From an optimization exercise on the open Yosys and OpenROAD flow, aimed at small area; shortcuts taken in it are not production practice. Where RTL was checked, it was by simulation tests only, not by an equivalence proof against the original. The RTL of runs 1 and 2 was laid out without a check of its function. Power and IR drop assume default switching activity.

[design/flow/run.sh]
#!/bin/bash
# synth_recipe.tcl (not shown) runs the flow's synth.tcl, then flattens the netlist and writes it again
# the make line also repeats each setting of config.mk as NAME=value (left out here)
make -C /OpenROAD-flow-scripts/flow DESIGN_CONFIG=/design/flow/config.mk WORK_HOME=/design/flow/orfs CLKGATE_MAP_FILE= SYNTH_SCRIPT=/design/flow/synth_recipe.tcl finish
[design/flow/config.mk]
export PLATFORM = sky130hd
export DESIGN_NAME = I2C_Master_Top
export DESIGN_NICKNAME = I2C_Master_Top
export VERILOG_FILES = /design/flow/design.v
export SDC_FILE = /design/flow/constraint.sdc
export NUM_CORES = 4
export LEC_CHECK = 0
export CAP_MARGIN = 20
export CORE_MARGIN = 2
export CORE_UTILIZATION = 45
export SLEW_MARGIN = 20
[design/flow/constraint.sdc]
create_clock -name core_clock -period 20.0 [get_ports {MAX10_CLK1_50}]
set_input_delay 4.0000 -clock core_clock [delete_from_list [all_inputs] [get_ports {MAX10_CLK1_50}]]
set_output_delay 4.0000 -clock core_clock [all_outputs]
set_load 0.01 [all_outputs]
[design/flow/design.v]
module Decoder_7seg (output [6:0] out, input [3:0] in);
assign out[0] = (in == 4'd1) | (in == 4'd4);
assign out[1] = (in == 4'd5) | (in == 4'd6) | (in == 4'd13) | (in == 4'd14);
assign out[2] = (in == 4'd2) | (in == 4'd10) | (in == 4'd11) | (in == 4'd14) | (in == 4'd15);
assign out[3] = (in == 4'd1) | (in == 4'd4) | (in == 4'd7);
assign out[4] = (in == 4'd1) | (in == 4'd3) | (in == 4'd4) | (in == 4'd5) | (in == 4'd7) | (in == 4'd9) | (in == 4'd11) | (in == 4'd12) | (in == 4'd13) | (in == 4'd15);
assign out[5] = (in == 4'd1) | (in == 4'd2) | (in == 4'd3) | (in == 4'd7) | (in == 4'd11) | (in == 4'd15);
assign out[6] = (in == 4'd0) | (in == 4'd1) | (in == 4'd7) | (in == 4'd15);
endmodule
module Decoder_7seg_top (output [6:0] out, input [2:0] in);
assign out[0] = (in == 3'd1) | (in == 3'd4);
assign out[1] = (in == 3'd5) | (in == 3'd6) | (in == 3'd7);
assign out[2] = (in == 3'd2);
assign out[3] = (in == 3'd1) | (in == 3'd4);
assign out[4] = (in == 3'd1) | (in == 3'd3) | (in == 3'd4) | (in == 3'd5) | (in == 3'd7);
assign out[5] = (in == 3'd1) | (in == 3'd2) | (in == 3'd3);
assign out[6] = (in == 3'd0) | (in == 3'd1);
endmodule
module I2C_Master (
	input            Clk,
	input            Reset,
	output           I2C_SDA_OEn,
	output           I2C_SCL_OEn,
	output           z,
	output reg [1:0] q,
	output reg [6:0] c,
	output reg       W,
	output           upd_time        
);
reg [6:0] u;
assign z = (u == 7'd21);
assign upd_time = (u == 7'd126) & (q == 2'd0);
always @(posedge Clk) begin
	if (Reset)
		u <= 7'd42;
	else
		u <= {u[5:0], u[6] ^ u[5] ^ z};
end
wire       inc = z & (q == 2'd0);
wire [7:0] cn  = {1'b0, c} + {7'd0, inc};
always @(posedge Clk) begin
	if (Reset) begin
		q <= 2'd0;
		c <= 7'd87;
		W <= 1'b1;
	end
	else begin
		q <= q + {1'b0, z};
		c <= cn[6:0] | {2'b00, cn[7], cn[7], cn[7], 1'b0, cn[7]};    
		W <= W & ~cn[7];
	end
end
wire sda_bits = W ? ((c == 7'd90) | (c == 7'd91) | (c == 7'd93) | (c == 7'd94) | (c == 7'd95) | (c == 7'd96) | (c == 7'd97) | (c == 7'd99) | (c == 7'd100) | (c == 7'd101) | (c == 7'd102) | (c == 7'd103) | (c == 7'd104) | (c == 7'd105) | (c == 7'd106) | (c == 7'd108) | (c == 7'd109) | (c == 7'd110) | (c == 7'd111) | (c == 7'd112) | (c == 7'd113) | (c == 7'd114) | (c == 7'd115) | (c == 7'd117) | (c == 7'd118) | (c == 7'd119) | (c == 7'd121) | (c == 7'd122))
                  : ((c == 7'd30) | (c == 7'd31) | (c == 7'd33) | (c == 7'd34) | (c == 7'd35) | (c == 7'd36) | (c == 7'd37) | (c == 7'd39) | (c == 7'd40) | (c == 7'd41) | (c == 7'd42) | (c == 7'd43) | (c == 7'd45) | (c == 7'd46) | (c == 7'd49) | (c == 7'd50) | (c == 7'd52) | (c == 7'd53) | (c == 7'd54) | (c == 7'd55) | (c == 7'd66));
wire sda_d = sda_bits | (W ? (c == 7'd126) : (c == 7'd76));
wire sda_a = sda_bits | (c == 7'd29) | (~W & (c == 7'd48)) | (W & (c == 7'd89));
assign I2C_SDA_OEn = (q[0] ^ q[1]) ? sda_d : sda_a;
wire scl = ~q[1] & ~(q[0] & z);
assign I2C_SCL_OEn = (scl & ~(W & ((c == 7'd87) | ((c == 7'd88) & q[0])))) | ((q == 2'd3) & z);
endmodule
module I2C_Master_Top(
	input        MAX10_CLK1_50,
	input        RESET,
	output [6:0] HEX0,
	output [6:0] HEX1,
	output [6:0] HEX2,
	output [6:0] HEX3,
	output [6:0] HEX4,
	output       SDA_OEN,
	input        SDA_IN,
	output       SCL_OEN
);
wire       z;
wire [1:0] q;
wire [6:0] c;
wire       W;
wire       upd_time;
I2C_Master i2c_controller (
	.Clk(MAX10_CLK1_50), .Reset(RESET),
	.I2C_SDA_OEn(SDA_OEN), .I2C_SCL_OEn(SCL_OEN),
	.z(z), .q(q), .c(c), .W(W), .upd_time(upd_time));
wire poll   = z & (q == 2'd1) & ~W;
wire in_l = (c == 7'd58) | (c == 7'd59) | (c == 7'd60) | (c == 7'd61) | (c == 7'd62) | (c == 7'd63) | (c == 7'd64) | (c == 7'd65);    
wire in_h = (c == 7'd67) | (c == 7'd68) | (c == 7'd69) | (c == 7'd70) | (c == 7'd71) | (c == 7'd72) | (c == 7'd73) | (c == 7'd74);    
wire samp_l = poll & in_l;
wire samp_h = poll & in_h;
wire fstep  = z & ~W & (((c == 7'd74) & (q != 2'd1)) | (c == 7'd75) | ((c == 7'd76) & (q == 2'd1)));
wire upd    = upd_time & ~W & (c == 7'd76);
wire k2 = fstep & ~((c == 7'd74) & (q == 2'd2));
wire k3 = fstep & ((c == 7'd76) | ((c == 7'd75) & q[1] & q[0]) | ((c == 7'd75) & (q == 2'd0)));
reg [18:0] R;
reg [18:0] BCD;
function [3:0] dd;
	input [3:0] d;
	input       k;
	reg g;
	begin
		g = k & (d[3] | (d[2] & (d[1] | d[0])));
		dd[3] = d[3] | g;
		dd[2] = g ? (d[3] & d[0]) : d[2];
		dd[1] = g ? ((d[1] & d[0]) | (d[3] & ~d[0])) : d[1];
		dd[0] = d[0] ^ g;
	end
endfunction
wire [18:0] X = {R[18:16], dd(R[15:12], k3), dd(R[11:8], k2), dd(R[7:4], 1'b1), dd(R[3:0], 1'b1)};
always @(posedge MAX10_CLK1_50) begin
	if (samp_l | samp_h | fstep)
		R[10:0] <= samp_l ? 11'd0 : {X[9:0], samp_h ? SDA_IN : R[18]};
	if (samp_l | fstep)
		R[18:11] <= {X[17:11], samp_l ? SDA_IN : X[10]};
end
always @(posedge MAX10_CLK1_50) begin
	if (RESET | upd)
		BCD <= RESET ? 19'd0 : R;
end
Decoder_7seg decoder_1(.out(HEX0), .in(BCD[3:0]));
Decoder_7seg decoder_2(.out(HEX1), .in(BCD[7:4]));
Decoder_7seg decoder_3(.out(HEX2), .in(BCD[11:8]));
Decoder_7seg decoder_4(.out(HEX3), .in(BCD[15:12]));
Decoder_7seg_top decoder_5(.out(HEX4), .in(BCD[18:16]));
endmodule
==> results of run 1 <==
layout make-up:
type | count | area [um2] | area share, %
inverter | 13 | 48.8 | 1.27
clock inverter | 1 | 8.76 | 0.227
timing repair buffer | 41 | 405 | 10.5
sequential | 55 | 1480 | 38.5
multi-input combinational | 264 | 1690 | 44.0
tap | 99 | 124 | 3.22
clock buffer | 7 | 90.1 | 2.34
routing by layer:
layer | vias to the layer above | global-route usage, %
li1 | 1303 | -
met1 | 1150 | 19.2
met2 | 58 | 27.1
met3 | 13 | 2.26
met4 | 0 | 5.38
met5 | - | 0
cell usage in the layout, fill, tap and decap left out, types with 3 or more instances in the layout:
master / Yosys / layout
nor2_1: 45 / 45
clkdlybuf4s50_1: 0 / 39
edfxtp_1: 38 / 38
nor2b_1: 28 / 28
nand2b_1: 19 / 19
a21oi_1: 18 / 18
dfxtp_1: 17 / 17
inv_1: 13 / 13
xnor2_1: 13 / 13
nand2_1: 13 / 13
nor3_1: 12 / 12
o21ai_0: 12 / 12
xor2_1: 8 / 8
ha_1: 8 / 8
nand3_1: 7 / 7
o31ai_1: 7 / 7
nand4_1: 7 / 7
clkbuf_8: 0 / 6
and2_1: 5 / 5
o21a_1: 5 / 5
maj3_1: 4 / 4
or2_2: 4 / 4
a31oi_1: 3 / 3
and3_1: 3 / 3
nor4_1: 3 / 3
power by group through the flow:
stage          clock network [uW]  registers [uW]  logic [uW]
2_1_floorplan                   0             128        14.1
3_3_place_gp                    0             131        21.5
3_5_place_dp                    0             131        21.9
4_1_cts                      66.5             128        21.9
5_1_grt                      70.5             129        23.5
6_report                     64.5             128        21.6
logic make-up after synthesis:
family	after synthesis	synth area share, %
flip-flops	55	44.3
AO/OA/AOI/OAI	67	13.2
adder cells (fa/ha/maj)	12	4.19
XOR/XNOR	21	5.50
buffers and inverters	42	5.05
AND/OR/NAND/NOR	163	27.4
multiplexers	1	0.299
flip-flops by register name (all words and copies together) (netlist names):
register and flops:
BCD 19, R 19, i2c_controller.c 7, i2c_controller.u 7, i2c_controller.q 2, i2c_controller.W 1
synthesized netlist by cell type (3+ instances only):
| master | number | area share [%] |
|---|---|---|
| nor2_1 | 45 | 5.1 |
| and3_1 | 3 | 0.56 |
| maj3_1 | 4 | 1.2 |
| edfxtp_1 | 38 | 34 |
| or2_2 | 4 | 0.75 |
| buf_2 | 6 | 0.90 |
| a31oi_1 | 3 | 0.56 |
| nor4_1 | 3 | 0.56 |
| nand3_1 | 7 | 1.0 |
| inv_1 | 13 | 1.5 |
| ha_1 | 8 | 3.0 |
| xnor2_1 | 13 | 3.4 |
| nor2b_1 | 28 | 5.2 |
| xor2_1 | 8 | 2.1 |
| nand2_1 | 13 | 1.5 |
| nand2b_1 | 19 | 3.6 |
| nor3_1 | 12 | 1.8 |
| nand4_1 | 7 | 1.3 |
| dfxtp_1 | 17 | 10 |
| a21oi_1 | 18 | 2.7 |
| clkbuf_1 | 21 | 2.4 |
| o31ai_1 | 7 | 1.6 |
| o21ai_0 | 12 | 1.8 |
| o21a_1 | 5 | 1.1 |
| and2_1 | 5 | 0.94 |
how the worst max path moves through the flow:
stage                              startpoint       to  slack [ns]  depth (start not counted)
after global placement    i2c_controller.c[3]  SDA_OEN       13.92                          6
after global routing      i2c_controller.c[1]  SDA_OEN       13.32                          6
after detailed placement  i2c_controller.c[2]  SDA_OEN       13.92                          6
after CTS                 i2c_controller.c[2]  SDA_OEN       13.56                          6
after floorplan           i2c_controller.c[3]  SDA_OEN       14.48                          7
final                     i2c_controller.c[3]  SDA_OEN       13.55                          6
stage by stage:
| step | utilization (%) | worst slack (ns) | cell area (um2) | std cells |
|---|---|---|---|---|
| global route | 53.4 | 13.32 | 3850 | 480 |
| floorplan | - | 14.48 | 3340 | 361 |
| detailed placement | 52.0 | 13.92 | 3750 | 472 |
| global placement | 52.0 | 13.92 | 3750 | 472 |
| finish | 53.4 | 13.55 | 3850 | 480 |
| CTS | 53.4 | 13.56 | 3850 | 480 |
==> key figures, run 1 <==
Logic synthesis
  – Syn Inst Count: 361
  – Yosys warns: 2
  – Syn Area/Cell: 9.26 um2
  – Mapped Area: between 3000 and 4000 um2
  – Unique masters post-synth: 60
  – Post-synth EDFFs: 38
  – Syn nets: 372
  – Async set-or-reset flop fraction in the synthesized netlist: 0%
  – Top FF cell, synth: edfxtp_1
  – Seq/Total Area, Yosys: 44.3%
  – Register bit count reported by yosys: 55

STA
  – Slew HR: 51.0%
  – Fin. Hold Viols: 0
  – Final worst-path cycle share: 32.2%
  – Max Clk Rate: 155 MHz
  – Final Critical Period: between 6 and 7 ns
  – RSZ-0062 raised after global routing: no
  – Setup tns final: 0 ns
  – Skew final: 0.00577 ns
  – Tightest Pin Transition: 0.726 ns
  – Hold Slack: 0.451 ns
  – Final setup vio count: 0
  – Max-slew violations: 0

Worst setup path
  – Critical Path Sink Type: primary output
  – Worst endpoint required time: 16.00 ns
  – Setup crit start kind: register
  – R2r endpoint: R[6]
  – CP peak stage delay: 0.57 ns
  – FF-to-FF Start: i2c_controller.u[5]
  – Worst Path Class, Setup: register to primary output
  – Kind of cell adding the most delay to the critical path: buffers and inverters
  – CP max-delay cell: clkdlybuf4s50_1
  – CP Buf/Inv Count: 2
  – CP Data Arrival Time: 2.45 ns
  – Worst-path cell chain: inv_1, or3_1, nor3_1, a21oi_1, o221ai_1, clkdlybuf4s50_1
  – Crit Path Max Fanout: 11
  – Cells on worst reg2reg path: 5
  – Flop-to-flop setup slack: 17.02 ns

Global route
  – First-pass GRT wire length: between 10000 and 15000 um
  – Largest net degree at the start of global routing: 32
  – Initial antenna violation count: 0
  – Vias in the first global route: 2314
  – All-Layer GR Usage: around 15%
  – Gr ovfl total: 0

CTS
  – Post-CTS Setup Inserts: 0
  – Depth of the CTS H-tree: 2
  – # clock sinks: 55
  – Worst-path clk slew: 0.10 ns
  – Clk Latency, worst-skew pair: 0.30 ns
  – Root Driver: clkbuf_8
  – Hold Buf Count CTS: 0
  – CTS tree: yes
  – Total CTS buffers: 5
  – Post-CTS sizing: 0
  – CTS Buffer Depth: 2

Place
  – DP Wirelength: 4530 um
  – I/O Buffers: 39
  – Placer's final routability congestion estimate: roughly 0.93

Drt
  – Iter 0 DRT Violations: 87
  – First-pass detailed-route iteration total: 4
  – WL per Instance: 12.7 um
  – DRC violations left: 0
  – Highest routed metal layer: met4
  – Vias per inst: around 5.3
  – Final ANT Viol Nets: 0
  – Routed Wire Length: 6090 um
  – Met1 wire length: 2860 um
  – Total number of vias: 2524
  – Met3 wire length: about 210 um
  – Met2 WL: ~2900 um

Power and ir drop
  – Net Sw Frac: 22.3%
  – Pwr Density: 55.6 nW/um2
  – Logic pwr share: about a tenth
  – Net switching power: 47.8 uW
  – Sequential power share: 59.8%
  – PnR Total Power: 214 uW
  – Clk pwr share: between 30% and 40%
  – Peak supply drop: 0.0256 mV
  – Pint: 166 uW
  – Pleak: roughly 0.0014 uW

Run status
  – Status: finished clean

Cells and area
  – Synth-to-Final Area Change: 15.2%
  – Fill cells: 686
  – Share of post-route cells with drive strength above 1: 5.51%
  – Antenna diodes: 0
  – Nets: 391

Min path
  – Cell count of the worst hold path: 0
  – Hold Path Class: register to register
  – Min-Delay Endpoint: R[17]
  – Worst Hold Launch: R[16]

Die
  – Die Span Y: about 90 um
  – Die Wd: 90.2 um
  – # IOs: 40
  – Die area: 8140 um2
  – Starting Density: 46.3%
  – Core area: 7210 um2
  – Std cell rows: 31

Flow run
  – Max-cap violations: 0
==> inputs of run 2 (changes only) <==
==> design/flow/flow/run.sh (new file) <==
#!/bin/bash
# The standard layout (the standard.sh: ORFS with the standard synthesis),
# with two placement/CTS arguments changed:
#  - port buffers use the smallest buffer cell instead of the resizer's pick
#  - clock tree buffers are clkbuf_2 and CTS inserts no dummy loads
# Each ORFS step's full output is in orfs/logs/; make's own output is in
# flow_make.log.
set -euo pipefail
cd "$(dirname "$0")/.."
export BUFFER_PORTS_ARGS="-buffer_cell sky130_fd_sc_hd__buf_1"
export CTS_ARGS="-sink_clustering_enable -repair_clock_nets -dont_use_dummy_load -buf_list sky130_fd_sc_hd__clkbuf_8"
bash standard.sh > flow_make.log 2>&1
==> design/flow/standard.sh (new file) <==
#!/bin/bash
# synth_recipe.tcl (not shown) runs the flow's synth.tcl, then flattens the netlist and writes it again
# the make line also repeats each setting of config.mk as NAME=value (left out here)
make -C /OpenROAD-flow-scripts/flow DESIGN_CONFIG=/design/flow/config.mk WORK_HOME=/design/flow/orfs CLKGATE_MAP_FILE= SYNTH_SCRIPT=/design/flow/synth_recipe.tcl "${@:-finish}"
removed: design/flow/run.sh
==> key figures, run 2 <==
CTS
  – Clk Latency, worst-skew pair: 0.30 ns (about the same)
  – Depth of the CTS H-tree: 2 (unchanged)
  – Hold Buf Count CTS: 0 (unchanged)
  – CTS Buffer Depth: 2 (unchanged)
  – Worst-path clk slew: 0.09 ns (about the same)
  – Total CTS buffers: 5 (unchanged)
  – Post-CTS Setup Inserts: 0 (unchanged)
  – # clock sinks: 55 (unchanged)
  – Post-CTS sizing: 0 (unchanged)
  – CTS tree: yes
  – Root Driver: clkbuf_8

Logic synthesis
  – Simple-gate portion of the synthesized area: 27.4% (unchanged)
  – Proportion of synthesized area in mux cells: 0.299% (unchanged)
  – Synth area leaders: edfxtp_1 (34%), dfxtp_1 (10%), nor2b_1 (5.2%)
  – XOR/XNOR Fraction of Synth Area: 5.50% (unchanged)
  – Yosys top cell area share: 34.1% (unchanged)
  – Synth Area in Compound Gates: 13.2% (unchanged)
  – Register bit count reported by yosys: 55 (unchanged)
  – Syn Inst Count: 361 (unchanged)
  – Mapped Area: 3340 um2 (unchanged)
  – Yosys warns: 2 (unchanged)
  – Top FF cell, synth: edfxtp_1
  – Post-synth EDFFs: 38 (unchanged)
  – Post-synth top cells: nor2_1 (45), edfxtp_1 (38), nor2b_1 (28), clkbuf_1 (21), nand2b_1 (19)
  – Async set-or-reset flop fraction in the synthesized netlist: 0% (unchanged)
  – Most frequent cell after synthesis: nor2_1
  – Seq/Total Area, Yosys: 44.3% (unchanged)
  – Syn Area/Cell: 9.26 um2 (unchanged)
  – Largest family of logic cells by synthesized area: simple AND/OR/NAND/NOR gates
  – Syn nets: 372 (unchanged)
  – Adder-cell share of the synthesized area: 4.19% (unchanged)
  – Unique masters post-synth: 60 (unchanged)
  – Synth area leader: edfxtp_1

Cells and area
  – Share of post-route cells with drive strength above 1: 4.76% (-0.75 points)
  – Most common cell after layout, fill and taps aside: nor2_1
  – Nets: 391 (unchanged)
  – Most frequent cells in the layout: nor2_1 (45), buf_1 (39), edfxtp_1 (38), nor2b_1 (28), nand2b_1 (19)
  – Antenna diodes: 0 (unchanged)
  – Synth-to-Final Area Change: 7.00%
  – Top flop regs: BCD: 19 flops, R: 19 flops
  – Non-Filler Instances: 477 (-0.63%)

Worst setup path
  – Worst Path Class, Setup: register to primary output
  – Crit Path Max Fanout: 21 (+10)
  – CP peak stage delay: 0.76 ns (+0.19 ns)
  – Kind of cell adding the most delay to the critical path: flip-flops
  – Critical Path Sink Type: primary output
  – Worst-path cell chain: nor2b_1, xnor2_1, a21oi_1, a311oi_1, o221ai_1, buf_1
  – Setup crit start kind: register
  – CP Buf/Inv Count: 1 (-1)
  – CP max-delay cell: dfxtp_1
  – CP Data Arrival Time: 2.08 ns (-0.37 ns)
  – Worst endpoint required time: 16.00 ns (about the same)

STA
  – Max-slew violations: 0 (unchanged)
  – RSZ-0062 raised after global routing: no
  – Final Critical Period: 6.08 ns (-0.366 ns)
  – Fin. Hold Viols: 0 (unchanged)
  – Skew final: 0.0203 ns (+0.0145 ns)
  – Slew HR: 48.5% (-2.4 points)
  – Final worst-path cycle share: 30.4% (-1.8 points)
  – Setup tns final: 0 ns (unchanged)
  – Final setup vio count: 0 (unchanged)
  – Tightest Pin Transition: 0.762 ns (+0.0362 ns)
  – Max Clk Rate: 164 MHz (+6.0%)

Global route
  – Initial antenna violation count: 0 (unchanged)
  – Largest net degree at the start of global routing: 25 (-22%)
  – Vias in the first global route: 2215 (-4.3%)
  – All-Layer GR Usage: 15.0% (-0.32 points)
  – First-pass GRT wire length: 10300 um (-2.2%)
  – Gr ovfl total: 0 (unchanged)

Min path
  – Hold Path Class: register to register

Drt
  – First-pass detailed-route iteration total: 4 (unchanged)
  – Vias per inst: 5.18 (-1.4%)
  – Final ANT Viol Nets: 0 (unchanged)
  – WL per Instance: 12.8 um (+0.63%)
  – DRC violations left: 0 (unchanged)
  – Iter 0 DRT Violations: 75 (-14%)
  – Total number of vias: 2473 (-2.0%)
  – Routed Wire Length: 6090 um (unchanged)

Die
  – # IOs: 40 (unchanged)
  – Starting Density: 46.3% (unchanged)
  – Core area: 7210 um2 (unchanged)
  – Std cell rows: 31 (unchanged)
  – Die area: 8140 um2 (unchanged)
  – Die Span Y: 90.2 um (unchanged)
  – Die Wd: 90.2 um (unchanged)

Place
  – I/O Buffers: 39 (unchanged)
  – Placed instance count: 472 (unchanged)
  – Placer's final routability congestion estimate: 0.876 (-6.1%)
  – DP Wirelength: 4400 um (-2.8%)

Power and ir drop
  – Pwr Density: 55.3 nW/um2 (-0.57%)
  – Peak supply drop: 0.0269 mV (+5.0%)
  – PnR Total Power: 198 uW (-7.6%)
  – Pleak: 0.00127 uW (-8.2%)

Run status
  – Status: finished clean

Flow run
  – Max-cap violations: 0 (unchanged)
run 2: cell counts after synthesis:
No cell type changed its count.
run 2: routing by layer:
| metal | GRT usage (%) | vias up | part of all wire, % |
|---|---|---|---|
| met5 | 0 | - | 0 |
| met4 | 3.97 | 0 | 1.2 |
| met3 | 2.35 | 8 | 4.1 |
| met2 | 26.1 | 59 | 47 |
| met1 | 19.7 | 1111 | 48 |
| li1 | - | 1295 | - |
run 2: worst paths after layout:
| path | startpoint | endpoint | slack, ns | cells past startpoint |
|---|---|---|---|---|
| worst max-delay path | i2c_controller.c[1] | SDA_OEN | 13.92 | 6 |
| worst min-delay path | R[16] | R[17] | 0.44 | 0 |
| worst max register to register | i2c_controller.c[1] | R[7] | 16.99 | 5 |
| worst min register to register | R[16] | R[17] | 0.44 | 0 |
run 2: cell families (layout without fill, tap and decap cells):
group / after synthesis / in the layout
AND/OR/NAND/NOR: 163 / 163
AO/OA/AOI/OAI: 67 / 67
flip-flops: 55 / 55
buffers and inverters: 42 / 59
XOR/XNOR: 21 / 21
adder cells (fa/ha/maj): 12 / 12
multiplexers: 1 / 1
run 2: power breakdown:
part           internal [uW]  switching [uW]  total, uW  leakage (uW)
clock                   22.7            31.2       53.9     0.0000359
combinational           7.09            8.74       15.8      0.000733
sequential               124            4.26        128      0.000503
total                    154            44.2        198       0.00127
run 2: layout make-up:
cell class,instances,area [um2]
fill,714,3640
multi-input combinational,264,1690
sequential,55,1480
timing repair buffer,41,161
tap,99,124
clock buffer,5,68.8
inverter,13,48.8
run 2: through the flow:
stage / cell area [um2] / hold WS (ns) / setup WS (ns) / utilization (%)
after global routing: 3580 / 0.468 / 13.77 / 49.6
after CTS: 3580 / 0.456 / 13.92 / 49.6
after detailed placement: 3510 / 0.428 / 14.26 / 48.6
after floorplan: 3340 / 0.418 / 14.48 / -
final: 3580 / 0.441 / 13.92 / 49.6
after global placement: 3510 / 0.427 / 14.28 / 48.6
run 2: worst reg2reg max path: cells and delay by family (launching register included):
kind	cells	cell delay, ns
AO/OA/AOI/OAI	1	0.47
flip-flops	1	0.76
AND/OR/NAND/NOR	4	1.43
==> inputs of run 3 (changes only) <==
--- a/design/flow/design.v
+++ b/design/flow/design.v
@@ -1,19 +1,21 @@
-module Decoder_7seg (output [6:0] out, input [3:0] in);
-assign out[0] = (in == 4'd1) | (in == 4'd4);
-assign out[1] = (in == 4'd5) | (in == 4'd6) | (in == 4'd13) | (in == 4'd14);
-assign out[2] = (in == 4'd2) | (in == 4'd10) | (in == 4'd11) | (in == 4'd14) | (in == 4'd15);
-assign out[3] = (in == 4'd1) | (in == 4'd4) | (in == 4'd7);
-assign out[4] = (in == 4'd1) | (in == 4'd3) | (in == 4'd4) | (in == 4'd5) | (in == 4'd7) | (in == 4'd9) | (in == 4'd11) | (in == 4'd12) | (in == 4'd13) | (in == 4'd15);
-assign out[5] = (in == 4'd1) | (in == 4'd2) | (in == 4'd3) | (in == 4'd7) | (in == 4'd11) | (in == 4'd15);
-assign out[6] = (in == 4'd0) | (in == 4'd1) | (in == 4'd7) | (in == 4'd15);
+module Decoder_7seg (output wire [6:0] out, input [3:0] in);
+wire x3 = in[3], x2 = in[2], x1 = in[1], x0 = in[0];
+assign out[0] = ~x3 & ~x1 & (x2 ^ x0);                  
+assign out[1] = x2 & (x1 ^ x0);                         
+assign out[2] = ~x2 & x1 & ~x0;                         
+assign out[3] = x2 ? ~(x1 ^ x0) : (~x3 & ~x1 & x0);     
+assign out[4] = x0 | (x2 & ~x1);                        
+assign out[5] = (x1 & (x0 | ~x2)) | (~x3 & ~x2 & x0);   
+assign out[6] = x2 ? (x1 & x0) : (~x3 & ~x1);           
 endmodule
-module Decoder_7seg_top (output [6:0] out, input [2:0] in);
-assign out[0] = (in == 3'd1) | (in == 3'd4);
-assign out[1] = (in == 3'd5) | (in == 3'd6) | (in == 3'd7);
-assign out[2] = (in == 3'd2);
-assign out[3] = (in == 3'd1) | (in == 3'd4);
-assign out[4] = (in == 3'd1) | (in == 3'd3) | (in == 3'd4) | (in == 3'd5) | (in == 3'd7);
-assign out[5] = (in == 3'd1) | (in == 3'd2) | (in == 3'd3);
-assign out[6] = (in == 3'd0) | (in == 3'd1);
+module Decoder_7seg_top (output wire [6:0] out, input [2:0] in);
+wire x2 = in[2], x1 = in[1], x0 = in[0];
+assign out[0] = ~x1 & (x2 ^ x0);                        
+assign out[1] = x2 & (x1 | x0);                         
+assign out[2] = ~x2 & x1 & ~x0;                         
+assign out[3] = out[0];                                 
+assign out[4] = x0 | (x2 & ~x1);                        
+assign out[5] = ~x2 & (x1 | x0);                        
+assign out[6] = ~x2 & ~x1;                              
 endmodule
 module I2C_Master (
@@ -87,8 +89,10 @@
 wire fstep  = z & ~W & (((c == 7'd74) & (q != 2'd1)) | (c == 7'd75) | ((c == 7'd76) & (q == 2'd1)));
 wire upd    = upd_time & ~W & (c == 7'd76);
-wire k2 = fstep & ~((c == 7'd74) & (q == 2'd2));
-wire k3 = fstep & ((c == 7'd76) | ((c == 7'd75) & q[1] & q[0]) | ((c == 7'd75) & (q == 2'd0)));
-reg [18:0] R;
-reg [18:0] BCD;
+wire k01 = ~samp_l;
+wire k2  = fstep & ~((c == 7'd74) & (q == 2'd2));
+wire k3  = fstep & ((c == 7'd76) | ((c == 7'd75) & q[1] & q[0]) | ((c == 7'd75) & (q == 2'd0)));
+reg  [18:0] Rn;
+wire [18:0] R = ~Rn;
+reg  [18:0] BCD;
 function [3:0] dd;
 	input [3:0] d;
@@ -103,10 +107,10 @@
 	end
 endfunction
-wire [18:0] X = {R[18:16], dd(R[15:12], k3), dd(R[11:8], k2), dd(R[7:4], 1'b1), dd(R[3:0], 1'b1)};
+wire [18:0] X = {R[18:16], dd(R[15:12], k3), dd(R[11:8], k2), dd(R[7:4], k01), dd(R[3:0], k01)};
 always @(posedge MAX10_CLK1_50) begin
 	if (samp_l | samp_h | fstep)
-		R[10:0] <= samp_l ? 11'd0 : {X[9:0], samp_h ? SDA_IN : R[18]};
+		Rn[10:0] <= ~{X[9:0], samp_h ? SDA_IN : (fstep & R[18])};
 	if (samp_l | fstep)
-		R[18:11] <= {X[17:11], samp_l ? SDA_IN : X[10]};
+		Rn[18:11] <= ~{X[17:11], samp_l ? SDA_IN : X[10]};
 end
 always @(posedge MAX10_CLK1_50) begin
==> design/flow/flow/run.sh (replaced) <==
#!/bin/bash
# Layout flow: the standard layout (standard.sh, ORFS), with these changes:
#  - synthesis: flow/synth.tcl, the standard synthesis with an area-oriented
#    ABC script, and without Yosys's adder extraction (ADDER_MAP_FILE empty),
#    which otherwise fixes XOR gates as half-adder cells before ABC runs;
#  - port buffers use the smallest buffer cell (buf_1);
#  - clock tree: CTS inserts no dummy loads.
# Each ORFS step's full output is in orfs/logs/; make's own output is in
# flow_make.log.
set -euo pipefail
cd "$(dirname "$0")/.."
work=$(pwd)
sed -e "s|SYNTH_SCRIPT=[^ ]*|SYNTH_SCRIPT=$work/flow/synth.tcl ADDER_MAP_FILE=|" standard.sh > flow_standard.sh
export BUFFER_PORTS_ARGS="-buffer_cell sky130_fd_sc_hd__buf_1"
export CTS_ARGS="-sink_clustering_enable -repair_clock_nets -dont_use_dummy_load -buf_list sky130_fd_sc_hd__clkbuf_8"
bash flow_standard.sh > flow_make.log 2>&1
==> design/flow/flow/abc_area.script (new file) <==
&get -n
&st
&dch
&nf
&st
&syn2
&if -g -K 6
&synch2
&nf
&st
&syn2
&if -g -K 6
&synch2
&nf
&put
==> design/flow/flow/synth.tcl (new file) <==
# The standard synthesis (synth_recipe.tcl in the work folder, which sources
# ORFS's synth.tcl), with one change: ABC maps the logic with abc_area.script
# (the mapping passes of ORFS's abc_speed.script without its buffering and
# gate up-sizing, which only add area at this clock period).
# Registers are mapped before ABC runs, so they are the standard synthesis's.
set ::my_flow_dir [file dirname [file normalize [info script]]]
proc ::use_area_abc_script {name1 name2 op} {
	set i [lsearch -exact $::abc_args -script]
	if {$i >= 0} {
		lset ::abc_args [expr {$i + 1}] [file join $::my_flow_dir abc_area.script]
	}
}
trace add variable ::abc_args write ::use_area_abc_script
source [file join [file dirname $::my_flow_dir] synth_recipe.tcl]
==> key figures, run 3 <==
Run status
  – Status: finished clean

Worst setup path
  – Critical Path Sink Type: primary output
  – Crit Path Max Fanout: 21 (unchanged)
  – Worst Path Class, Setup: register to primary output
  – CP Data Arrival Time: 2.34 ns (+0.26 ns)
  – CP peak stage delay: 0.78 ns (+0.02 ns)
  – Kind of cell adding the most delay to the critical path: compound AO/OA/AOI/OAI gates
  – Worst endpoint required time: 16.00 ns (about the same)
  – Worst-path cell chain: clkinv_1, o41a_1, a32oi_1, a221o_1, buf_1
  – Setup crit start kind: register
  – CP max-delay cell: dfxtp_1
  – CP Buf/Inv Count: 2 (+1)

Die
  – Core area: 6720 um2 (-6.9%)
  – Std cell rows: 30 (-3.2%)
  – Starting Density: 45.9% (-0.42 points)
  – Die Wd: 86.8 um (-3.8%)
  – Die Span Y: 86.8 um (-3.8%)
  – # IOs: 40 (unchanged)
  – Die area: 7540 um2 (-7.4%)

CTS
  – Worst-path clk slew: 0.09 ns (about the same)
  – Post-CTS Setup Inserts: 0 (unchanged)
  – Hold Buf Count CTS: 0 (unchanged)
  – CTS Buffer Depth: 2 (unchanged)
  – Clk Latency, worst-skew pair: 0.30 ns (about the same)
  – # clock sinks: 55 (unchanged)
  – Depth of the CTS H-tree: 2 (unchanged)
  – Post-CTS sizing: 0 (unchanged)
  – CTS tree: yes
  – Root Driver: clkbuf_8
  – Total CTS buffers: 5 (unchanged)

Drt
  – WL per Instance: 13.7 um (+7.3%)
  – Routed Wire Length: 6210 um (+1.9%)
  – First-pass detailed-route iteration total: 4 (unchanged)
  – Final ANT Viol Nets: 0 (unchanged)
  – Iter 0 DRT Violations: 202 (+170%)
  – DRC violations left: 0 (unchanged)
  – Total number of vias: 2548 (+3.0%)
  – Vias per inst: 5.62 (+8.5%)

Cells and area
  – Top flop regs: BCD: 19 flops, Rn: 19 flops
  – Nets: 378 (-3.3%)
  – Synth-to-Final Area Change: 10.7%
  – Most common cell after layout, fill and taps aside: buf_1
  – Multi-input logic area: 1540 um2 (-8.8%)
  – Sequential cell area: 1480 um2 (unchanged)
  – Most frequent cells in the layout: buf_1 (39), edfxtp_1 (38), nor2_1 (37), nand2_1 (33), dfxtp_1 (17)
  – Share of post-route cells with drive strength above 1: 2.14% (-2.6 points)
  – Fill cells: 645 (-9.7%)
  – Antenna diodes: 0 (unchanged)

STA
  – Skew final: 0.0138 ns (-0.00651 ns)
  – Max-slew violations: 0 (unchanged)
  – Fin. Hold Viols: 0 (unchanged)
  – Tightest Pin Transition: 0.809 ns (+0.0468 ns)
  – Final worst-path cycle share: 31.7% (+1.3 points)
  – Setup tns final: 0 ns (unchanged)
  – Max Clk Rate: 158 MHz (-4.0%)
  – Final setup vio count: 0 (unchanged)
  – Hold Slack: 0.471 ns (+0.0293 ns)
  – Slew HR: 46.1% (-2.4 points)
  – Final Critical Period: 6.34 ns (+0.254 ns)
  – RSZ-0062 raised after global routing: no

Place
  – Placer's final routability congestion estimate: 0.917 (+4.6%)
  – DP Wirelength: 4320 um (-2.0%)
  – I/O Buffers: 39 (unchanged)

Logic synthesis
  – Yosys warns: 2 (unchanged)
  – Synth area leaders: edfxtp_1 (37%), dfxtp_1 (11%), nor2_1 (4.5%)
  – Yosys top cell area share: 37.0% (+2.9 points)
  – Syn Inst Count: 327 (-9.4%)
  – Synth area leader: edfxtp_1
  – Async set-or-reset flop fraction in the synthesized netlist: 0% (unchanged)
  – Most frequent cell after synthesis: edfxtp_1
  – Seq/Total Area, Yosys: 48.0% (+3.7 points)
  – Syn nets: 330 (-11%)
  – Post-synth top cells: edfxtp_1 (38), nor2_1 (37), nand2_1 (33), dfxtp_1 (17)
  – Post-synth EDFFs: 38 (unchanged)
  – Mapped Area: 3090 um2 (-7.7%)
  – Unique masters post-synth: 51 (-15%)
  – Register bit count reported by yosys: 55 (unchanged)
  – Top FF cell, synth: edfxtp_1
  – Syn Area/Cell: 9.44 um2 (+1.9%)

Power and ir drop
  – Pleak: 0.00116 uW (-9.1%)
  – Peak supply drop: 0.0275 mV (+2.4%)
  – Pwr Density: 58.2 nW/um2 (+5.3%)

Global route
  – All-Layer GR Usage: 17.0% (+1.9 points)
  – Gr ovfl total: 0 (unchanged)
  – Vias in the first global route: 2233 (+0.81%)
  – First-pass GRT wire length: 10400 um (+0.47%)
  – Largest net degree at the start of global routing: 38 (+52%)
  – Initial antenna violation count: 0 (unchanged)

Min path
  – Hold Path Class: register to register

Flow run
  – Max-cap violations: 0 (unchanged)
==> run 3: cell type report <==
cell class,instances,area share (%)
multi-input cells,257,45.2
flip-flops and latches,55,43.4
repair buffers,42,4.95
well taps,80,2.93
clock buffers,5,2.01
inverters,14,1.54
==> run 3: power by group <==
part	internal [uW]	leakage, uW	switching [uW]
combinational	6.71	0.000602	9.86
sequential	124	0.000517	3.81
clock	22.7	0.0000359	31.7
total	154	0.00116	45.4
==> run 3: cells by family (layout without fill, tap and decap cells) <==
family | count (synthesis) | after routing | synth area share (%)
AO/OA/AOI/OAI | 82 | 82 | 18.1
XOR/XNOR | 15 | 15 | 4.26
adder cells (fa/ha/maj) | 1 | 1 | 0.324
buffers and inverters | 15 | 61 | 1.95
flip-flops | 55 | 55 | 48.0
multiplexers | 4 | 4 | 1.38
AND/OR/NAND/NOR | 155 | 155 | 26.0
==> run 3: through the flow <==
| stage | power, uW | cell area (um2) | std cells | utilization, % | setup slack, ns |
|---|---|---|---|---|---|
| 3_3_place_gp | 147 | 3350 | 448 | 49.8 | 14.04 |
| 3_5_place_dp | 147 | 3350 | 448 | 49.8 | 14.00 |
| 2_1_floorplan | 141 | 3090 | 327 | - | 14.34 |
| 4_1_cts | 200 | 3420 | 453 | 50.8 | 13.66 |
| 5_1_grt | 208 | 3420 | 453 | 50.8 | 13.52 |
| 6_report | 199 | 3420 | 453 | 50.8 | 13.66 |
==> run 3: path summary, 6_finish.rpt <==
kind                       startpoint  endpoint  slack, ns  cells past startpoint
setup / recovery  i2c_controller.c[3]   SDA_OEN      13.66                      5
hold / removal                 Rn[17]    Rn[18]       0.47                      0
setup reg to reg  i2c_controller.c[3]     Rn[3]      16.30                      5
hold reg to reg                Rn[17]    Rn[18]       0.47                      0
==> run 3: routing by layer <==
| metal | vias up | wire, um | global-route usage (%) |
|---|---|---|---|
| li1 | 1322 | - | - |
| met1 | 1155 | 3020 | 23.0 |
| met5 | - | 0 | 0 |
| met3 | 8 | 241 | 2.67 |
| met2 | 63 | 2870 | 28.0 |
| met4 | 0 | 73 | 5.11 |
==> run 3: worst reg2reg max path: stages, from the launching register on <==
cell,delay [ns]
dfxtp_1,0.78
clkinv_1,0.30
or4_1,0.60
a2111o_1,0.60
nand2_1,0.36
or2_0,0.68
==> inputs of run 4 (changes only) <==
--- a/design/flow/flow/run.sh
+++ b/design/flow/flow/run.sh
@@ -13,4 +13,4 @@
 sed -e "s|SYNTH_SCRIPT=[^ ]*|SYNTH_SCRIPT=$work/flow/synth.tcl ADDER_MAP_FILE=|" standard.sh > flow_standard.sh
 export BUFFER_PORTS_ARGS="-buffer_cell sky130_fd_sc_hd__buf_1"
-export CTS_ARGS="-sink_clustering_enable -repair_clock_nets -dont_use_dummy_load -buf_list sky130_fd_sc_hd__clkbuf_8"
+export CTS_ARGS="-sink_clustering_enable -repair_clock_nets -dont_use_dummy_load -buf_list sky130_fd_sc_hd__clkbuf_16"
 bash flow_standard.sh > flow_make.log 2>&1
==> design/flow/flow/abc_area.script (replaced) <==
&get -n
&st
&dch -x
&nf -R 1000 -p
&st
&dch -x
&nf -R 1000 -p
&put
--- a/design/flow/flow/synth.tcl
+++ b/design/flow/flow/synth.tcl
@@ -1,6 +1,6 @@
 # The standard synthesis (synth_recipe.tcl in the work folder, which sources
 # ORFS's synth.tcl), with one change: ABC maps the logic with abc_area.script
-# (the mapping passes of ORFS's abc_speed.script without its buffering and
-# gate up-sizing, which only add area at this clock period).
+# (choice computation and area-recovering mapping, twice, without the buffering
+# and gate up-sizing of abc_speed.script, which only add area at this period).
 # Registers are mapped before ABC runs, so they are the standard synthesis's.
 set ::my_flow_dir [file dirname [file normalize [info script]]]
==> key figures, run 4 <==
CTS
  – Post-CTS sizing: 0 (unchanged)
  – Post-CTS Setup Inserts: 0 (unchanged)
  – Clk Latency, worst-skew pair: 0.28 ns (-0.02 ns)
  – CTS Buffer Depth: 2 (unchanged)
  – Hold Buf Count CTS: 0 (unchanged)
  – CTS tree: yes
  – Worst-path clk slew: 0.06 ns (-0.03 ns)
  – # clock sinks: 55 (unchanged)
  – Root Driver: clkbuf_16
  – Depth of the CTS H-tree: 2 (unchanged)
  – Total CTS buffers: 5 (unchanged)

Logic synthesis
  – XOR/XNOR Fraction of Synth Area: 4.93% (+0.67 points)
  – Synth area leader: edfxtp_1
  – Async set-or-reset flop fraction in the synthesized netlist: 0% (unchanged)
  – Seq/Total Area, Yosys: 52.1% (+4.1 points)
  – Synth Area in Compound Gates: 16.4% (-1.6 points)
  – Yosys top cell area share: 40.1% (+3.1 points)
  – Register bit count reported by yosys: 55 (unchanged)
  – Mapped Area: 2850 um2 (-7.8%)
  – Unique masters post-synth: 39 (-24%)
  – Top FF cell, synth: edfxtp_1
  – Proportion of synthesized area in mux cells: 0.396% (-0.98 points)
  – Post-synth EDFFs: 38 (unchanged)
  – Most frequent cell after synthesis: nor2_1
  – Largest family of logic cells by synthesized area: simple AND/OR/NAND/NOR gates
  – Simple-gate portion of the synthesized area: 25.1% (-0.88 points)
  – Post-synth top cells: nor2_1 (47), edfxtp_1 (38), nand2_1 (27), o21ai_0 (25), a21oi_1 (19)
  – Syn Inst Count: 297 (-9.2%)
  – Synth area leaders: edfxtp_1 (40%), dfxtp_1 (12%), nor2_1 (6.2%)
  – Adder-cell share of the synthesized area: 0% (-0.32 points)
  – Syn nets: 300 (-9.1%)
  – Yosys warns: 2 (unchanged)
  – Syn Area/Cell: 9.58 um2 (+1.5%)

STA
  – Tightest Pin Transition: 0.844 ns (+0.0352 ns)
  – Final Critical Period: 6.24 ns (-0.102 ns)
  – Max Clk Rate: 160 MHz (+1.6%)
  – Final worst-path cycle share: 31.2% (-0.51 points)
  – Skew final: 0.0107 ns (-0.00305 ns)
  – Max-slew violations: 0 (unchanged)
  – Final setup vio count: 0 (unchanged)
  – RSZ-0062 raised after global routing: no
  – Slew HR: 43.0% (-3.1 points)
  – Fin. Hold Viols: 0 (unchanged)
  – Setup tns final: 0 ns (unchanged)

Flow run
  – Max-cap violations: 0 (unchanged)

Die
  – Die Span Y: 83.5 um (-3.8%)
  – Die area: 6970 um2 (-7.4%)
  – Die Wd: 83.5 um (-3.8%)
  – # IOs: 40 (unchanged)
  – Starting Density: 47.2% (+1.3 points)
  – Core area: 6030 um2 (-10%)
  – Std cell rows: 28 (-6.7%)

Global route
  – Largest net degree at the start of global routing: 36 (-5.3%)
  – First-pass GRT wire length: 8800 um (-15%)
  – All-Layer GR Usage: 15.2% (-1.7 points)
  – Vias in the first global route: 1979 (-11%)
  – Gr ovfl total: 0 (unchanged)
  – Initial antenna violation count: 0 (unchanged)

Drt
  – Total number of vias: 2240 (-12%)
  – Iter 0 DRT Violations: 94 (-53%)
  – DRC violations left: 0 (unchanged)
  – First-pass detailed-route iteration total: 5 (+1)
  – Final ANT Viol Nets: 0 (unchanged)
  – Routed Wire Length: 5120 um (-18%)
  – WL per Instance: 12.3 um (-10%)
  – Vias per inst: 5.37 (-4.5%)

Cells and area
  – Most frequent cells in the layout: nor2_1 (47), buf_1 (39), edfxtp_1 (38), nand2_1 (27), o21ai_0 (25)
  – Share of post-route cells with drive strength above 1: 2.05% (-0.098 points)
  – Nets: 347 (-8.2%)
  – Fill cells: 572 (-11%)
  – Top flop regs: BCD: 19 flops, Rn: 19 flops
  – Sequential cell area: 1480 um2 (unchanged)
  – Multi-input logic area: 1330 um2 (-14%)
  – Most common cell after layout, fill and taps aside: nor2_1
  – Synth-to-Final Area Change: 13.1%
  – Antenna diodes: 0 (unchanged)

Worst setup path
  – R2r endpoint: Rn[9]
  – Worst endpoint required time: 16.00 ns (about the same)
  – Flop-to-flop setup slack: 16.68 ns (+0.38 ns)
  – Worst Path Class, Setup: register to primary output
  – Cells on worst reg2reg path: 7 (+2)
  – Setup crit start kind: register
  – FF-to-FF Start: i2c_controller.u[5]
  – Critical Path Sink Type: primary output
  – CP Data Arrival Time: 2.24 ns (-0.10 ns)
  – Crit Path Max Fanout: 6 (-71%)

Power and ir drop
  – Pleak: 0.00110 uW (-5.1%)
  – Peak supply drop: 0.0397 mV (+44%)
  – PnR Total Power: 220 uW (+11%)
  – Pwr Density: 68.5 nW/um2 (+18%)

Min path
  – Min-Delay Endpoint: i2c_controller.u[5]
  – Hold Path Class: register to register
  – Worst Hold Launch: i2c_controller.u[4]
  – Cell count of the worst hold path: 1 (+1)

Place
  – DP Wirelength: 3690 um (-14%)
  – Placer's final routability congestion estimate: 0.846 (-7.7%)
  – I/O Buffers: 39 (unchanged)

Run status
  – Status: finished clean
run 4: stage by stage:
stage / setup slack, ns / util [%] / area, um2 / hold WS [ns] / cells
floorplan: 14.39 / - / 2850 / 0.418 / 297
global placement: 14.17 / 51.3 / 3090 / 0.430 / 412
detailed placement: 14.10 / 51.3 / 3090 / 0.431 / 412
CTS: 13.79 / 53.4 / 3220 / 0.449 / 417
global route: 13.53 / 53.4 / 3220 / 0.467 / 417
finish: 13.76 / 53.4 / 3220 / 0.447 / 417
run 4: cells by family after synthesis:
kind of cell | after synthesis
compound gates | 76
xor+xnor | 16
buf+inv | 7
flops | 55
mux | 1
simple gates | 142
run 4: area by class of cell:
| class | count | share of cell area, % |
|---|---|---|
| multi-input combinational | 235 | 41.4 |
| tap | 75 | 2.92 |
| timing repair buffer | 41 | 5.02 |
| inverter | 6 | 0.700 |
| sequential | 55 | 46.0 |
| clock buffer | 5 | 3.89 |
run 4: critical path: stages (launching register included):
cell      delay, ns
dfxtp_1        0.33
nor3_1         0.16
nor4bb_1       0.76
nand2_1        0.18
xor2_1         0.21
o31a_1         0.15
buf_1          0.14
run 4: metal layers:
layer  vias to the layer above  global-route usage, %  part of all wire (%)
li1                       1174                      -                     -
met1                      1002                   20.2                    48
met2                        55                   24.9                    45
met3                         9                   2.67                   4.4
met4                         0                   6.30                   2.0
met5                         -                      0                     0
run 4: where the power goes:
group	internal [uW]	switching, uW
registers	124	3.60
clock network	44.2	33.1
logic	6.37	9.07
total	175	45.8
run 4: how the worst max path moves through the flow:
stage / from / to / slack, ns
finish: i2c_controller.u[5] / SCL_OEN / 13.76
global route: i2c_controller.u[5] / SCL_OEN / 13.53
CTS: i2c_controller.u[5] / SCL_OEN / 13.79
detailed placement: i2c_controller.u[5] / SCL_OEN / 14.10
global placement: i2c_controller.u[5] / SCL_OEN / 14.17
floorplan: i2c_controller.u[5] / SCL_OEN / 14.39
==> inputs of run 5 (changes only) <==
--- a/design/flow/flow/run.sh
+++ b/design/flow/flow/run.sh
@@ -13,4 +13,4 @@
 sed -e "s|SYNTH_SCRIPT=[^ ]*|SYNTH_SCRIPT=$work/flow/synth.tcl ADDER_MAP_FILE=|" standard.sh > flow_standard.sh
 export BUFFER_PORTS_ARGS="-buffer_cell sky130_fd_sc_hd__buf_1"
-export CTS_ARGS="-sink_clustering_enable -repair_clock_nets -dont_use_dummy_load -buf_list sky130_fd_sc_hd__clkbuf_16"
+export CTS_ARGS="-sink_clustering_enable -repair_clock_nets -dont_use_dummy_load -buf_list sky130_fd_sc_hd__clkbuf_8 -sink_buffer_max_cap_derate 3.0"
 bash flow_standard.sh > flow_make.log 2>&1
==> key figures, run 5 <==
Place
  – I/O Buffers: 39 (unchanged)
  – Placer's final routability congestion estimate: 0.846 (unchanged)
  – DP Wirelength: 3690 um (unchanged)

Logic synthesis
  – Syn nets: 300 (unchanged)
  – Seq/Total Area, Yosys: 52.1% (unchanged)
  – Most frequent cell after synthesis: nor2_1
  – Mapped Area: 2850 um2 (unchanged)
  – Register bit count reported by yosys: 55 (unchanged)
  – Top FF cell, synth: edfxtp_1
  – Post-synth top cells: nor2_1 (47), edfxtp_1 (38), nand2_1 (27), o21ai_0 (25), a21oi_1 (19)
  – Synth area leader: edfxtp_1
  – Yosys top cell area share: 40.1% (unchanged)
  – Post-synth EDFFs: 38 (unchanged)
  – Syn Inst Count: 297 (unchanged)
  – Unique masters post-synth: 39 (unchanged)
  – Synth area leaders: edfxtp_1 (40%), dfxtp_1 (12%), nor2_1 (6.2%)
  – Yosys warns: 2 (unchanged)
  – Syn Area/Cell: 9.58 um2 (unchanged)
  – Async set-or-reset flop fraction in the synthesized netlist: 0% (unchanged)

Run status
  – Last stage: clock tree synthesis (4_1_cts)
  – Status: stopped before the end
  – Tool error: [ERROR CTS-0109] sink_buffer_max_cap_derate needs to be between 0 and 1.0.

Die
  – Die Wd: 83.5 um (unchanged)
  – Std cell rows: 28 (unchanged)
  – Starting Density: 47.2% (unchanged)
  – Die Span Y: 83.5 um (unchanged)
  – # IOs: 40 (unchanged)
## run 5: cell counts after synthesis
Identical to the previous run, type by type.
## run 5: how the worst min path moves through the flow
| stage | start | end | slack, ns | cells after the start |
|---|---|---|---|---|
| after detailed placement | i2c_controller.u[2] | i2c_controller.u[3] | 0.43 | 1 |
| after global placement | i2c_controller.u[2] | i2c_controller.u[3] | 0.43 | 1 |
| after floorplan | i2c_controller.u[2] | i2c_controller.u[3] | 0.42 | 1 |
## run 5: logic make-up after synthesis
group / count (synthesis) / share of synthesized area [%]
buffers and inverters: 7 / 1.06
AO/OA/AOI/OAI: 76 / 16.4
multiplexers: 1 / 0.396
flip-flops: 55 / 52.1
XOR/XNOR: 16 / 4.93
AND/OR/NAND/NOR: 142 / 25.1
## run 5: power groups by stage
stage	Clock, uW	Combinational (uW)	Sequential, uW
detailed placement	0	15.7	130
global placement	0	15.5	130
floorplan	0	10.3	129
## run 5: per-stage QoR
stage	cell area [um2]	total power, uW	utilization (%)	worst slack, ns	cells
global placement	3090	146	51.3	14.17	412
floorplan	2850	140	-	14.39	297
detailed placement	3090	146	51.3	14.10	412
==> inputs of run 6 (changes only) <==
--- a/design/flow/flow/run.sh
+++ b/design/flow/flow/run.sh
@@ -13,4 +13,4 @@
 sed -e "s|SYNTH_SCRIPT=[^ ]*|SYNTH_SCRIPT=$work/flow/synth.tcl ADDER_MAP_FILE=|" standard.sh > flow_standard.sh
 export BUFFER_PORTS_ARGS="-buffer_cell sky130_fd_sc_hd__buf_1"
-export CTS_ARGS="-sink_clustering_enable -repair_clock_nets -dont_use_dummy_load -buf_list sky130_fd_sc_hd__clkbuf_8 -sink_buffer_max_cap_derate 3.0"
+export CTS_ARGS="-repair_clock_nets -dont_use_dummy_load -buf_list sky130_fd_sc_hd__clkbuf_8"
 bash flow_standard.sh > flow_make.log 2>&1
==> key figures, run 6 <==
Run status
  – Status: finished clean

Global route
  – Vias in the first global route: 1975
  – All-Layer GR Usage: 15.2%
  – Largest net degree at the start of global routing: 36
  – Gr ovfl total: 0
  – First-pass GRT wire length: approximately 9000 um
  – Initial antenna violation count: 0

STA
  – Fin. Hold Viols: 0
  – Final worst-path cycle share: a little under a third
  – Setup tns final: 0 ns
  – Final setup vio count: 0
  – Hold Slack: 0.451 ns
  – Max-slew violations: 0
  – Skew final: 0.0113 ns
  – Tightest Pin Transition: 0.838 ns
  – Final Critical Period: 6.25 ns
  – Slew HR: between 40% and 50%
  – RSZ-0062 raised after global routing: no
  – Max Clk Rate: 160 MHz

Worst setup path
  – Setup crit start kind: register
  – Worst Path Class, Setup: register to primary output
  – CP endpoint: SCL_OEN
  – Worst-path cell chain: nor3_1, nor4bb_1, nand2_1, xor2_1, o31a_1, buf_1
  – Cells on worst reg2reg path: 7
  – Origin of the worst setup path: i2c_controller.u[5]
  – CP peak stage delay: 0.75 ns
  – FF-to-FF Start: i2c_controller.u[5]
  – Worst endpoint required time: 16.00 ns
  – Flop-to-flop setup slack: 16.70 ns
  – CP max-delay cell: nor4bb_1
  – Critical Path Sink Type: primary output
  – R2r endpoint: Rn[9]
  – CP Data Arrival Time: 2.25 ns
  – Crit Path Max Fanout: 6

Logic synthesis
  – Syn Area/Cell: 9.58 um2 (unchanged)
  – Mapped Area: 2850 um2 (unchanged)
  – Syn Inst Count: 297 (unchanged)
  – Post-synth top cells: nor2_1 (47), edfxtp_1 (38), nand2_1 (27), o21ai_0 (25), a21oi_1 (19)
  – Seq/Total Area, Yosys: 52.1% (unchanged)
  – Syn nets: 300 (unchanged)
  – Async set-or-reset flop fraction in the synthesized netlist: 0% (unchanged)
  – Yosys top cell area share: 40.1% (unchanged)
  – Post-synth EDFFs: 38 (unchanged)
  – Most frequent cell after synthesis: nor2_1
  – Top FF cell, synth: edfxtp_1
  – Yosys warns: 2 (unchanged)
  – Register bit count reported by yosys: 55 (unchanged)
  – Unique masters post-synth: 39 (unchanged)
  – Synth area leaders: edfxtp_1 (40%), dfxtp_1 (12%), nor2_1 (6.2%)
  – Synth area leader: edfxtp_1

Drt
  – Met3 wire length: 257 um
  – Met2 WL: 2320 um
  – First-pass detailed-route iteration total: 5
  – WL per Instance: approximately 12 um
  – Met1 wire length: 2460 um
  – DRC violations left: 0
  – Vias per inst: roughly 5.4
  – Final ANT Viol Nets: 0
  – Highest routed metal layer: met4
  – Iter 0 DRT Violations: about 100
  – Routed Wire Length: ~5000 um
  – Total number of vias: 2254

Cells and area
  – Sequential cell area: 1480 um2
  – Most frequent cells in the layout: nor2_1 (47), buf_1 (39), edfxtp_1 (38), nand2_1 (27), o21ai_0 (25)
  – Most common cell after layout, fill and taps aside: nor2_1
  – Antenna diodes: 0
  – Multi-input logic area: 1330 um2
  – Synth-to-Final Area Change: 11.1%
  – Nets: 347
  – Final Cell Area: between 3000 and 4000 um2
  – Fill cells: 575
  – Share of post-route cells with drive strength above 1: 2.05%
  – Top flop regs: BCD: 19 flops, Rn: 19 flops

Power and ir drop
  – Pwr Density: 62.2 nW/um2
  – Pleak: 0.00107 uW
  – Peak supply drop: 0.0338 mV

Die
  – Die Span Y: 83.5 um (unchanged)
  – Core area: 6030 um2
  – # IOs: 40 (unchanged)
  – Die area: around 7000 um2
  – Starting Density: 47.2% (unchanged)
  – Std cell rows: 28 (unchanged)
  – Die Wd: 83.5 um (unchanged)

CTS
  – Worst-path clk slew: around 0.090 ns
  – CTS Buffer Depth: 2
  – Depth of the CTS H-tree: 2
  – Hold Buf Count CTS: 0
  – # clock sinks: 55
  – CTS tree: yes
  – Root Driver: clkbuf_8
  – Total CTS buffers: 5
  – Post-CTS Setup Inserts: 0
  – Post-CTS sizing: 0
  – Clk Latency, worst-skew pair: 0.29 ns

Place
  – I/O Buffers: 39 (unchanged)
  – Placer's final routability congestion estimate: 0.846 (unchanged)
  – Post-Place Cell Area: 3090 um2 (unchanged)
  – DP Wirelength: 3690 um (unchanged)

Flow run
  – Max-cap violations: 0

Min path
  – Hold Path Class: register to register
==> run 6: cell counts after synthesis <==
No cell type changed its count.
==> run 6: cell families after synthesis <==
kind of cell | after synthesis | share of synthesized area, %
buffers and inverters | 7 | 1.06
flip-flops | 55 | 52.1
AND/OR/NAND/NOR | 142 | 25.1
XOR/XNOR | 16 | 4.93
AO/OA/AOI/OAI | 76 | 16.4
multiplexers | 1 | 0.396
==> run 6: layout make-up <==
cell class | instances | share of cell area [%]
Sequential cell | 55 | 46.9
Tap cell | 75 | 2.97
Inverter | 6 | 0.712
Multi-Input combinational cell | 235 | 42.2
Timing Repair Buffer | 41 | 5.10
Clock buffer | 5 | 2.18
==> run 6: through the flow <==
step	instances	util (%)	worst slack (ns)	total power (uW)
global route	417	52.5	13.50	206
finish	417	52.5	13.75	197
detailed placement	412	51.3	14.10	146
floorplan	297	-	14.39	140
CTS	417	52.5	13.76	200
global placement	412	51.3	14.17	146
==> run 6: critical path: cells and delay by family, from the launching register on <==
family          cells  cell delay (ns)
flops               1             0.34
xor+xnor            1             0.21
simple gates        3             1.10
buf+inv             1             0.14
compound gates      1             0.15
==> run 6: how the worst min path moves through the flow <==
| stage | from | end | slack, ns | cells after the start |
|---|---|---|---|---|
| floorplan | i2c_controller.u[2] | i2c_controller.u[3] | 0.42 | 1 |
| global placement | i2c_controller.u[2] | i2c_controller.u[3] | 0.43 | 1 |
| detailed placement | i2c_controller.u[2] | i2c_controller.u[3] | 0.43 | 1 |
| CTS | i2c_controller.u[4] | i2c_controller.u[5] | 0.46 | 1 |
| global route | Rn[16] | Rn[17] | 0.47 | 0 |
| finish | i2c_controller.u[4] | i2c_controller.u[5] | 0.45 | 1 |
==> run 6: power breakdown <==
part	internal [uW]	switching (uW)
combinational	6.37	9.10
sequential	124	3.61
clock	22.7	30.9
total	153	43.6
==> run 6: per-layer routing <==
| metal | up-vias | global-route usage, % |
|---|---|---|
| met5 | - | 0 |
| met4 | 0 | 5.57 |
| met3 | 11 | 2.57 |
| met2 | 60 | 24.6 |
| met1 | 1013 | 20.5 |
| li1 | 1170 | - |
==> inputs of run 7 (changes only) <==
--- a/design/flow/flow/run.sh
+++ b/design/flow/flow/run.sh
@@ -13,4 +13,4 @@
 sed -e "s|SYNTH_SCRIPT=[^ ]*|SYNTH_SCRIPT=$work/flow/synth.tcl ADDER_MAP_FILE=|" standard.sh > flow_standard.sh
 export BUFFER_PORTS_ARGS="-buffer_cell sky130_fd_sc_hd__buf_1"
-export CTS_ARGS="-repair_clock_nets -dont_use_dummy_load -buf_list sky130_fd_sc_hd__clkbuf_8"
+export CTS_ARGS="-sink_clustering_enable -sink_clustering_size 60 -sink_clustering_max_diameter 300 -repair_clock_nets -dont_use_dummy_load -buf_list sky130_fd_sc_hd__clkbuf_16"
 bash flow_standard.sh > flow_make.log 2>&1
==> key figures, run 7 <==
Logic synthesis
  – Yosys top cell area share: 40.1% (unchanged)
  – Yosys warns: 2 (unchanged)
  – Most frequent cell after synthesis: nor2_1
  – Syn Area/Cell: 9.58 um2 (unchanged)
  – Async set-or-reset flop fraction in the synthesized netlist: 0% (unchanged)
  – Synth area leaders: edfxtp_1 (40%), dfxtp_1 (12%), nor2_1 (6.2%)
  – Post-synth top cells: nor2_1 (47), edfxtp_1 (38), nand2_1 (27), o21ai_0 (25), a21oi_1 (19)
  – Unique masters post-synth: 39 (unchanged)
  – Syn nets: 300 (unchanged)
  – Top FF cell, synth: edfxtp_1
  – Syn Inst Count: 297 (unchanged)
  – Seq/Total Area, Yosys: 52.1% (unchanged)
  – Mapped Area: 2850 um2 (unchanged)
  – Post-synth EDFFs: 38 (unchanged)
  – Synth area leader: edfxtp_1
  – Register bit count reported by yosys: 55 (unchanged)

Power and ir drop
  – Peak supply drop: 0.0397 mV (+18%)
  – Pleak: 0.00110 uW (+2.4%)
  – Pwr Density: 68.5 nW/um2 (+10%)

STA
  – Setup tns final: 0 ns (unchanged)
  – Max-slew violations: 0 (unchanged)
  – Final worst-path cycle share: 31.2% (-0.074 points)
  – Skew final: 0.0107 ns (-0.000536 ns)
  – Final setup vio count: 0 (unchanged)
  – Slew HR: 43.0% (-0.41 points)
  – Final Critical Period: 6.24 ns (-0.0147 ns)
  – Max Clk Rate: 160 MHz (+0.24%)
  – RSZ-0062 raised after global routing: no
  – Fin. Hold Viols: 0 (unchanged)
  – Hold Slack: 0.447 ns (-0.00443 ns)
  – Tightest Pin Transition: 0.844 ns (+0.00607 ns)
  – Final worst slack: 13.76 ns (+0.0147 ns)

CTS
  – Root Driver: clkbuf_16
  – Worst-path clk slew: 0.06 ns (-0.03 ns)
  – Total CTS buffers: 5 (unchanged)
  – CTS tree: yes
  – Clk Latency, worst-skew pair: 0.28 ns (about the same)
  – Post-CTS sizing: 0 (unchanged)
  – CTS Buffer Depth: 2 (unchanged)
  – Hold Buf Count CTS: 0 (unchanged)
  – # clock sinks: 55 (unchanged)
  – Post-CTS Setup Inserts: 0 (unchanged)
  – Depth of the CTS H-tree: 2 (unchanged)

Place
  – I/O Buffers: 39 (unchanged)
  – Post-Place Setup Slack: 14.10 ns (unchanged)
  – DP Wirelength: 3690 um (unchanged)
  – Post-Place Cell Area: 3090 um2 (unchanged)
  – Placer's final routability congestion estimate: 0.846 (unchanged)

Die
  – Die Span Y: 83.5 um (unchanged)
  – Die Wd: 83.5 um (unchanged)
  – Core area: 6030 um2 (unchanged)
  – Die area: 6970 um2 (unchanged)
  – Std cell rows: 28 (unchanged)
  – Starting Density: 47.2% (unchanged)
  – # IOs: 40 (unchanged)

Drt
  – Total number of vias: 2240 (-0.62%)
  – Routed Wire Length: 5120 um (-0.66%)
  – WL per Instance: 12.3 um (-0.66%)
  – DRC violations left: 0 (unchanged)
  – Iter 0 DRT Violations: 94 (-7.8%)
  – Final ANT Viol Nets: 0 (unchanged)
  – Vias per inst: 5.37 (-0.62%)
  – First-pass detailed-route iteration total: 5 (unchanged)

Cells and area
  – Synth-to-Final Area Change: 13.1%
  – Most common cell after layout, fill and taps aside: nor2_1
  – Top flop regs: BCD: 19 flops, Rn: 19 flops
  – Antenna diodes: 0 (unchanged)
  – Final Cell Area: 3220 um2 (+1.8%)
  – Most frequent cells in the layout: nor2_1 (47), buf_1 (39), edfxtp_1 (38), nand2_1 (27), o21ai_0 (25)
  – Nets: 347 (unchanged)
  – Share of post-route cells with drive strength above 1: 2.05% (unchanged)

Worst setup path
  – Crit Path Max Fanout: 6 (unchanged)
  – Worst endpoint required time: 16.00 ns (about the same)
  – Worst Path Class, Setup: register to primary output
  – Setup crit start kind: register
  – CP Data Arrival Time: 2.24 ns (about the same)
  – Critical Path Sink Type: primary output

Min path
  – Hold Path Class: register to register

Global route
  – All-Layer GR Usage: 15.2% (+0.084 points)
  – Vias in the first global route: 1979 (+0.20%)
  – Largest net degree at the start of global routing: 36 (unchanged)
  – Initial antenna violation count: 0 (unchanged)
  – Gr ovfl total: 0 (unchanged)
  – First-pass GRT wire length: 8800 um (about the same)

Run status
  – Status: finished clean

Flow run
  – Max-cap violations: 0 (unchanged)
-- run 7: final timing paths --
check | start | depth (start not counted) | slack (ns) | endpoint
worst min register to register | i2c_controller.u[4] | 1 | 0.45 | i2c_controller.u[5]
worst max-delay path | i2c_controller.u[5] | 6 | 13.76 | SCL_OEN
worst min-delay path | i2c_controller.u[4] | 1 | 0.45 | i2c_controller.u[5]
worst max register to register | i2c_controller.u[5] | 7 | 16.68 | Rn[9]
-- run 7: cell families after synthesis --
| group | count (synthesis) | share of synthesized area (%) |
|---|---|---|
| simple gates | 142 | 25.1 |
| xor+xnor | 16 | 4.93 |
| compound gates | 76 | 16.4 |
| mux | 1 | 0.396 |
| flops | 55 | 52.1 |
| buf+inv | 7 | 1.06 |
-- run 7: layout make-up --
class	instances	area [um2]
repair buffers	41	161
clock buffers	5	125
flip-flops and latches	55	1480
multi-input cells	235	1330
well taps	75	93.8
fillers	572	2810
inverters	6	22.5
-- run 7: stage by stage --
stage	std cells	util [%]	power [uW]
3_3_place_gp	412	51.3	146
6_report	417	53.4	220
4_1_cts	417	53.4	224
3_5_place_dp	412	51.3	146
2_1_floorplan	297	-	140
5_1_grt	417	53.4	230
-- run 7: report_power, final --
group	internal (uW)	switching (uW)
registers	124	3.60
logic	6.37	9.07
clock network	44.2	33.1
total	175	45.8
-- run 7: critical path, cell delays in order (launching register included) --
cell and delay [ns]:
dfxtp_1 0.33, nor3_1 0.16, nor4bb_1 0.76, nand2_1 0.18, xor2_1 0.21, o31a_1 0.15, buf_1 0.14
-- run 7: metal layers --
metal | wire, um | up-vias | GRT usage (%)
met2 | 2310 | 55 | 24.9
met4 | 100 | 0 | 6.30
met5 | 0 | - | 0
li1 | - | 1174 | -
met3 | 225 | 9 | 2.67
met1 | 2480 | 1002 | 20.2

## separate check: timing with driven ports
The flow's constraints put no driver on any port. The routed layouts listed below were extracted and timed again, unchanged, in two steps.
Step 1: set_driving_cell puts a clkbuf_16 on MAX10_CLK1_50 and a buf_2 on each other input, an assumption about the parent block.
Step 2 moves the port delays by t, midway between the first and last clock arrival at a register: inputs arrive t later, outputs are due t later. That takes back most of the time a late clock gives input paths.
Three values: ideal, step 1, step 2; two values: the first two.
run	t, ns	slack for setup (ns)	worst setup path at the end	worst register clock-pin slew, ns	pins driven straight from the clock port
run 1	0.327	13.551 / 13.522 / 13.849	register to output	0.10 / 0.10	1
run 2	0.322	13.917 / 13.886 / 14.208	register to output	0.10 / 0.10	1
run 3	0.324	13.663 / 13.634 / 13.958	register to output	0.09 / 0.09	1
run 4	0.312	13.764 / 13.731 / 14.043	register to output	0.06 / 0.06	1
run 6	0.318	13.749 / 13.721 / 14.039	register to output	0.09 / 0.09	1
run 7	0.312	13.764 / 13.731 / 14.043	register to output	0.06 / 0.06	1
After both steps every run listed still meets setup and hold.
